Source: an optimization exercise on an open RTL-to-GDS flow (aim: small area and a short achievable clock period). Production flows keep margins and buffers that such runs may drop.
RTL that was checked went through simulation tests only; none was proved equivalent to the original.

==> flow/design.v <==
module topmodule (
	input clk, rst,
	output [31:0] PC_out, RD1, RD2,
	output wire [31:0] Inst,
	output REGWr,
	output [3:0] ALUCnt,
	output [31:0] ALUOutW, ReadDataW,
	input [31:0] InstrF,
	output [31:0] DataAdrM, WriteDataM,
	output MemWriteM,
	input [31:0] ReadDataM);
reg [31:0] pcF;                        
reg [31:0] instD;                      
reg [31:0] rd1E, rd2E, srcbE;          
reg [3:0]  alucE, condE, waE;          
reg [1:0]  flagwE;
reg        regwE, memwE, memtoregE, pcsE, blE;
reg [31:0] aluM, wdataM;               
reg [3:0]  waM;
reg        regwM, memwM, memtoregM, pcsM, blM;
reg [31:0] aluW, rdataW;               
reg        regwW, memtoregW, pcsW;
reg [3:0]  flagr;                      
reg        nzp, cvp;                   
reg        cM, vM;                     
reg [15:0] sel1, sel2;                 
reg [14:0] valid;                      
reg [4:0]  amtD, shamtD;               
reg [1:0]  shD;                        
reg        alusrcD, subD;              
wire [479:0] rf;                       
assign PC_out     = pcF;
assign Inst       = instD;
assign RD1        = rd1E;
assign RD2        = rd2E;
assign ALUCnt     = alucE;
assign DataAdrM   = aluM;
assign WriteDataM = wdataM;
assign MemWriteM  = memwM;
assign ALUOutW    = aluW;
assign ReadDataW  = rdataW;
assign REGWr      = regwW;
wire [31:0] pc4     = {pcF[31:2] + 30'd1, pcF[1:0]};
wire [31:0] resultW = memtoregW ? rdataW : aluW;
wire [31:0] pcnext  = pcsW ? resultW : pc4;
wire [31:0] instF = InstrF;
wire [14:0] wevec;
wire [14:0] vnext = valid | wevec;
wire        strF  = (instF[27:26] == 2'b01) & ~instF[20];
wire [3:0]  ra1F  = instF[19:16];
wire [3:0]  ra2F  = strF ? instF[15:12] : instF[3:0];
wire        bxF   = (instF[27:4] == 24'h12FFF1);
wire        dpF   = (instF[27:26] == 2'b00) & ~bxF;
wire [4:0]  shamtF = dpF ? instF[11:7] : 5'd0;
wire [1:0]  shF    = dpF ? instF[6:5]  : 2'd0;
wire        subF   = dpF & (instF[23:21] == 3'b010);    
always @(posedge clk) begin
	pcF     <= rst ? 32'd0 : pcnext;
	instD   <= rst ? 32'd0 : instF;
	sel1    <= rst ? 16'd0 : ((16'd1 << ra1F) & {1'b1, vnext});
	sel2    <= rst ? 16'd0 : ((16'd1 << ra2F) & {1'b1, vnext});
	valid   <= rst ? 15'd0 : vnext;
	shamtD  <= rst ? 5'd0 : shamtF;
	shD     <= rst ? 2'd0 : shF;
	amtD    <= rst ? 5'd0 : ((shF == 2'b00) ? (5'd0 - shamtF) : shamtF);
	alusrcD <= ~rst & (dpF ? instF[25] : (instF[27:26] == 2'b01) | (instF[27:26] == 2'b10));
	subD    <= ~rst & subF;
end
wire [1:0] op    = instD[27:26];
wire [3:0] cmd   = instD[24:21];
wire       sbit  = instD[20];
wire [3:0] rn    = instD[19:16];
wire [3:0] rd    = instD[15:12];
wire [3:0] rm    = instD[3:0];
wire isBX  = (instD[27:4] == 24'h12FFF1);
wire isDP  = (op == 2'b00) & ~isBX;
wire isMem = (op == 2'b01);
wire isSTR = isMem & ~instD[20];
wire isLDR = isMem &  instD[20];
wire isBr  = (op == 2'b10);
wire isBL  = isBr & instD[24];
wire isCMP = (cmd == 4'b1010);
wire regwD = (isDP & ~isCMP) | isLDR | isBL;
wire pcsD  = ((rd == 4'd15) & regwD) | isBr | isBX;
reg [3:0] alucD;
reg [1:0] flagwD;
always @* begin
	if (isDP) begin
		case (cmd)
		4'b0100: begin alucD = 4'b0100; flagwD = sbit ? 2'b11 : 2'b00; end
		4'b0010: begin alucD = 4'b0010; flagwD = sbit ? 2'b11 : 2'b00; end
		4'b0000: begin alucD = 4'b0000; flagwD = sbit ? 2'b10 : 2'b00; end
		4'b1100: begin alucD = 4'b1100; flagwD = sbit ? 2'b10 : 2'b00; end
		4'b1101: begin alucD = 4'b1101; flagwD = sbit ? 2'b10 : 2'b00; end
		4'b1010: begin alucD = 4'b0010; flagwD = 2'b11; end
		default: begin alucD = 4'b1101; flagwD = 2'b00; end
		endcase
	end else begin
		alucD  = (isBr | isBX) ? 4'b1101 : 4'b0100;
		flagwD = 2'b00;
	end
end
genvar gi;
reg [31:0] rv1, rv2;
integer i;
always @* begin
	rv1 = {32{sel1[15]}} & pc4;
	rv2 = {32{sel2[15]}} & pc4;
	for (i = 0; i < 15; i = i + 1) begin
		rv1 = rv1 | ({32{sel1[i]}} & rf[i*32 +: 32]);
		rv2 = rv2 | ({32{sel2[i]}} & rf[i*32 +: 32]);
	end
end
reg [31:0] extimm;
always @* begin
	if (isMem)     extimm = {20'd0, instD[11:0]};
	else if (isBr) extimm = {{6{instD[23]}}, instD[23:0], 2'b00};
	else           extimm = {24'd0, instD[7:0]};
end
wire [31:0] srcb    = alusrcD ? extimm : rv2;
wire [31:0] srcx = srcb ^ {32{subD}};
wire [4:0]  amt  = amtD;
wire [4:0]  shamt = shamtD;
wire [1:0]  sh   = shD;
wire        lsl  = (sh == 2'b00);
wire [31:0] r0   = amt[0] ? {srcx[0],    srcx[31:1]} : srcx;
wire [31:0] r1   = amt[1] ? {r0[1:0],   r0[31:2]}   : r0;
wire [31:0] r2   = amt[2] ? {r1[3:0],   r1[31:4]}   : r1;
wire [31:0] r3   = amt[3] ? {r2[7:0],   r2[31:8]}   : r2;
wire [31:0] r4   = amt[4] ? {r3[15:0],  r3[31:16]}  : r3;
wire [31:0] mr   = {32{1'b1}} >> shamt;    
wire [31:0] ml   = {32{1'b1}} << shamt;    
wire [31:0] keep = (sh == 2'b11) ? {32{1'b1}} : (lsl ? ml : mr);
wire        fill = ((sh == 2'b10) & srcb[31]) ^ subD;
wire [31:0] shifted = (r4 & keep) | ({32{fill}} & ~keep);
always @(posedge clk) begin
	rd1E  <= rst ? 32'd0 : rv1;
	rd2E  <= rst ? 32'd0 : rv2;
	srcbE <= shifted;
	waE   <= isBL ? 4'd14 : rd;
	blE   <= isBL;
	memtoregE <= isLDR;
	if (rst) begin
		alucE <= 4'd0; condE <= 4'd0; flagwE <= 2'd0;
		regwE <= 1'b0; memwE <= 1'b0; pcsE <= 1'b0;
	end else begin
		alucE <= alucD; condE <= instD[31:28]; flagwE <= flagwD;
		regwE <= regwD; memwE <= isSTR; pcsE <= pcsD;
	end
end
wire        isSub = alucE[1];
wire [31:0] bx    = srcbE;                  
wire [31:0] ag = rd1E & bx, ap = rd1E ^ bx;
reg  [31:0] G, P;
integer d, j, b;
always @* begin
	G = {ag[31:1], ag[0] | (ap[0] & isSub)};
	P = ap;
	for (d = 1; d < 32; d = d * 2)
		for (b = 0; b < 32; b = b + 1)
			if (b & d) begin
				j = (b & ~(d - 1)) - 1;        
				G[b] = G[b] | (P[b] & G[j]);
				P[b] = P[b] & P[j];
			end
end
wire [32:0] carry = {G, isSub};
wire [31:0] sum   = ap ^ carry[31:0];
wire opArith = ~alucE[3] & (alucE[2] | alucE[1]);
wire opOrr   = alucE[3] & ~alucE[0];
wire opMov   = alucE[3] &  alucE[0];
wire [31:0] aluout = opArith ? sum : ((ag & {32{~opMov}}) | (ap & {32{opOrr}}) | (bx & {32{opMov}}));
wire fC = isSub ? ~sum[31] : carry[32];
wire fV = (rd1E[31] == bx[31]) & (sum[31] != rd1E[31]);
wire [3:0] flags = {nzp ? aluM[31] : flagr[3],
                    nzp ? (aluM == 32'd0) : flagr[2],
                    cvp ? cM : flagr[1],
                    cvp ? vM : flagr[0]};
reg condex;
always @* begin
	case (condE)
	4'b0000: condex = flags[2];
	4'b0001: condex = ~flags[2];
	4'b0010: condex = flags[1];
	4'b0011: condex = ~flags[1];
	4'b0100: condex = flags[3];
	4'b0101: condex = ~flags[3];
	4'b0110: condex = flags[0];
	4'b0111: condex = ~flags[0];
	4'b1000: condex = ~flags[2] & flags[1];
	4'b1001: condex = flags[2] | ~flags[1];
	4'b1010: condex = ~(flags[3] ^ flags[0]);
	4'b1011: condex = flags[3] ^ flags[0];
	4'b1100: condex = ~flags[2] & ~(flags[3] ^ flags[0]);
	4'b1101: condex = flags[2] | (flags[3] ^ flags[0]);
	default: condex = 1'b1;
	endcase
end
always @(posedge clk) begin
	cM <= fC;
	vM <= fV;
	if (rst) begin
		flagr <= 4'd0; nzp <= 1'b0; cvp <= 1'b0;
	end else begin
		flagr <= flags;
		nzp   <= flagwE[1] & condex;
		cvp   <= flagwE[0] & condex;
	end
end
always @(posedge clk) begin
	wdataM    <= rd2E;
	waM       <= waE;
	blM       <= blE;
	memtoregM <= memtoregE;
	if (rst) begin
		aluM <= 32'd0; regwM <= 1'b0; memwM <= 1'b0; pcsM <= 1'b0;
	end else begin
		aluM  <= aluout;
		regwM <= regwE & condex;
		memwM <= memwE & condex;
		pcsM  <= pcsE & condex;
	end
end
wire [31:0] wd   = blM ? pcnext : (memtoregM ? ReadDataM : aluM);
generate
	for (gi = 0; gi < 15; gi = gi + 1) begin : g_rf
		wire wen = regwM & (waM == gi);
		assign wevec[gi] = wen;
		reg [31:0] r;
		always @(posedge clk)
			if (wen) r <= wd;
		assign rf[gi*32 +: 32] = r;
	end
endgenerate
always @(posedge clk) begin
	memtoregW <= memtoregM;
	if (rst) begin
		aluW <= 32'd0; rdataW <= 32'd0; regwW <= 1'b0; pcsW <= 1'b0;
	end else begin
		aluW <= aluM; rdataW <= ReadDataM; regwW <= regwM; pcsW <= pcsM;
	end
end
endmodule
==> flow/config.mk <==
export PLATFORM = sky130hd
export DESIGN_NAME = topmodule
export DESIGN_NICKNAME = topmodule
export VERILOG_FILES = /design/flow/design.v
export SDC_FILE = /design/flow/constraint.sdc
export NUM_CORES = 8
export LEC_CHECK = 0
export CAP_MARGIN = 25
export CORE_MARGIN = 2
export CORE_UTILIZATION = 50
export SLEW_MARGIN = 25
==> flow/constraint.sdc <==
create_clock -name core_clock -period 10.0 [get_ports {clk}]
set_input_delay 2.0000 -clock core_clock [delete_from_list [all_inputs] [get_ports {clk}]]
set_output_delay 2.0000 -clock core_clock [all_outputs]
set_load 0.01 [all_outputs]
standard.sh (not shown) runs the stock make flow with config.mk's settings and CLKGATE_MAP_FILE= SYNTH_SCRIPT=/design/flow/synth_recipe.tcl, a recipe that flattens the netlist after the stock synthesis.
==> flow/flow/run.sh <==
#!/bin/bash
set -euo pipefail
cd "$(dirname "$0")/.."
bash standard.sh \
  "BUFFER_PORTS_ARGS=-buffer_cell sky130_fd_sc_hd__buf_1" \
  MATCH_CELL_FOOTPRINT=0 \
  SETUP_SLACK_MARGIN=6.4 \
  "CTS_ARGS=-sink_clustering_enable -repair_clock_nets -dont_use_dummy_load -sink_clustering_size 25 -sink_clustering_max_diameter 70" \
  finish > flow_make.log 2>&1
Rerun with:
--- a/flow/design.v
+++ b/flow/design.v
@@ -25,11 +25,11 @@
 reg        cM, vM;                     
 reg [15:0] sel1, sel2;                 
 reg [14:0] valid;                      
 reg [4:0]  amtD, shamtD;               
 reg [1:0]  shD;                        
-reg        alusrcD, subD;              
+reg        immD, subD;                 
 wire [479:0] rf;                       
 assign PC_out     = pcF;
 assign Inst       = instD;
 assign RD1        = rd1E;
 assign RD2        = rd2E;
@@ -61,11 +61,11 @@
 	sel2    <= rst ? 16'd0 : ((16'd1 << ra2F) & {1'b1, vnext});
 	valid   <= rst ? 15'd0 : vnext;
 	shamtD  <= rst ? 5'd0 : shamtF;
 	shD     <= rst ? 2'd0 : shF;
 	amtD    <= rst ? 5'd0 : ((shF == 2'b00) ? (5'd0 - shamtF) : shamtF);
-	alusrcD <= ~rst & (dpF ? instF[25] : (instF[27:26] == 2'b01) | (instF[27:26] == 2'b10));
+	immD    <= ~rst & dpF & instF[25];
 	subD    <= ~rst & subF;
 end
 wire [1:0] op    = instD[27:26];
 wire [3:0] cmd   = instD[24:21];
 wire       sbit  = instD[20];
@@ -109,32 +109,34 @@
 	for (i = 0; i < 15; i = i + 1) begin
 		rv1 = rv1 | ({32{sel1[i]}} & rf[i*32 +: 32]);
 		rv2 = rv2 | ({32{sel2[i]}} & rf[i*32 +: 32]);
 	end
 end
-reg [31:0] extimm;
-always @* begin
-	if (isMem)     extimm = {20'd0, instD[11:0]};
-	else if (isBr) extimm = {{6{instD[23]}}, instD[23:0], 2'b00};
-	else           extimm = {24'd0, instD[7:0]};
-end
-wire [31:0] srcb    = alusrcD ? extimm : rv2;
+wire        memBr  = isMem | isBr;
+wire [31:0] extMB  = isMem ? {20'd0, instD[11:0]} : {{6{instD[23]}}, instD[23:0], 2'b00};
+wire [31:0] srcb = immD ? {24'd0, instD[7:0]} : rv2;
 wire [31:0] srcx = srcb ^ {32{subD}};
 wire [4:0]  amt  = amtD;
 wire [4:0]  shamt = shamtD;
 wire [1:0]  sh   = shD;
 wire        lsl  = (sh == 2'b00);
 wire [31:0] r0   = amt[0] ? {srcx[0],    srcx[31:1]} : srcx;
 wire [31:0] r1   = amt[1] ? {r0[1:0],   r0[31:2]}   : r0;
 wire [31:0] r2   = amt[2] ? {r1[3:0],   r1[31:4]}   : r1;
 wire [31:0] r3   = amt[3] ? {r2[7:0],   r2[31:8]}   : r2;
 wire [31:0] r4   = amt[4] ? {r3[15:0],  r3[31:16]}  : r3;
-wire [31:0] mr   = {32{1'b1}} >> shamt;    
-wire [31:0] ml   = {32{1'b1}} << shamt;    
-wire [31:0] keep = (sh == 2'b11) ? {32{1'b1}} : (lsl ? ml : mr);
-wire        fill = ((sh == 2'b10) & srcb[31]) ^ subD;
-wire [31:0] shifted = (r4 & keep) | ({32{fill}} & ~keep);
+wire [31:0] ml   = {32{1'b1}} << shamt;
+wire [31:0] mr;
+generate
+	for (gi = 0; gi < 32; gi = gi + 1) begin : g_mr
+		assign mr[gi] = ml[31 - gi];
+	end
+endgenerate
+wire [31:0] keep = memBr ? 32'd0 : ((sh == 2'b11) ? {32{1'b1}} : (lsl ? ml : mr));
+wire        fill = (sh == 2'b10) ? srcx[31] : subD;    
+wire [31:0] fillv = memBr ? extMB : {32{fill}};
+wire [31:0] shifted = (r4 & keep) | (fillv & ~keep);
 always @(posedge clk) begin
 	rd1E  <= rst ? 32'd0 : rv1;
 	rd2E  <= rst ? 32'd0 : rv2;
 	srcbE <= shifted;
 	waE   <= isBL ? 4'd14 : rd;
Outcome: The new run finished with timing, DRC and antenna clean; clock skew is about the same; clock-buffer cell count falls by 4; worst hold slack is better by 0.012 ns; fmax drops by about 4%; worst setup slack loses 0.14 ns; non-clock buffer count is higher by 26; core utilization went up by 0.19 points; area after synthesis rose by about 1.4%; first-iteration DRC count climbs by 4.1%; global-route usage rises by 2.3 points.
Function not checked in the second run of this note: the RTL went through the layout flow alone.

==> afterwards: timing with drivers on the ports <==
The flow's constraints put no driver on any port. The routed layouts listed below were extracted and timed again, unchanged, in two steps.
Step 1 (the two cells are an assumption about what drives the block):
set clk [get_ports {clk}]
set_driving_cell -lib_cell sky130_fd_sc_hd__clkbuf_16 $clk
set_driving_cell -lib_cell sky130_fd_sc_hd__buf_2 [delete_from_list [all_inputs] $clk]
Step 2 moves the port delays by t, midway between the first and last clock arrival at a register: inputs arrive t later, outputs are due t later. That takes back most of the time a late clock gives input paths.
a / b / c = no drivers / after step 1 / after step 2; a / b = the first two.
| run | shift t [ns] | slack for setup (ns) | worst setup path at the end | worst register clock-pin slew, ns | cell pins on the clock port's net |
|---|---|---|---|---|---|
| the first run | 0.701 | 6.387 / 6.387 / 5.858 | input to register | 0.10 / 0.10 | 1 |
| the second run | 0.696 | 6.245 / 6.245 / 5.903 | input to register | 0.10 / 0.10 | 1 |
After both steps every run listed still meets setup and hold. For the first run, which loses most, drivers alone change the setup slack by 0.000 ns; drivers and shift together by -0.529 ns.
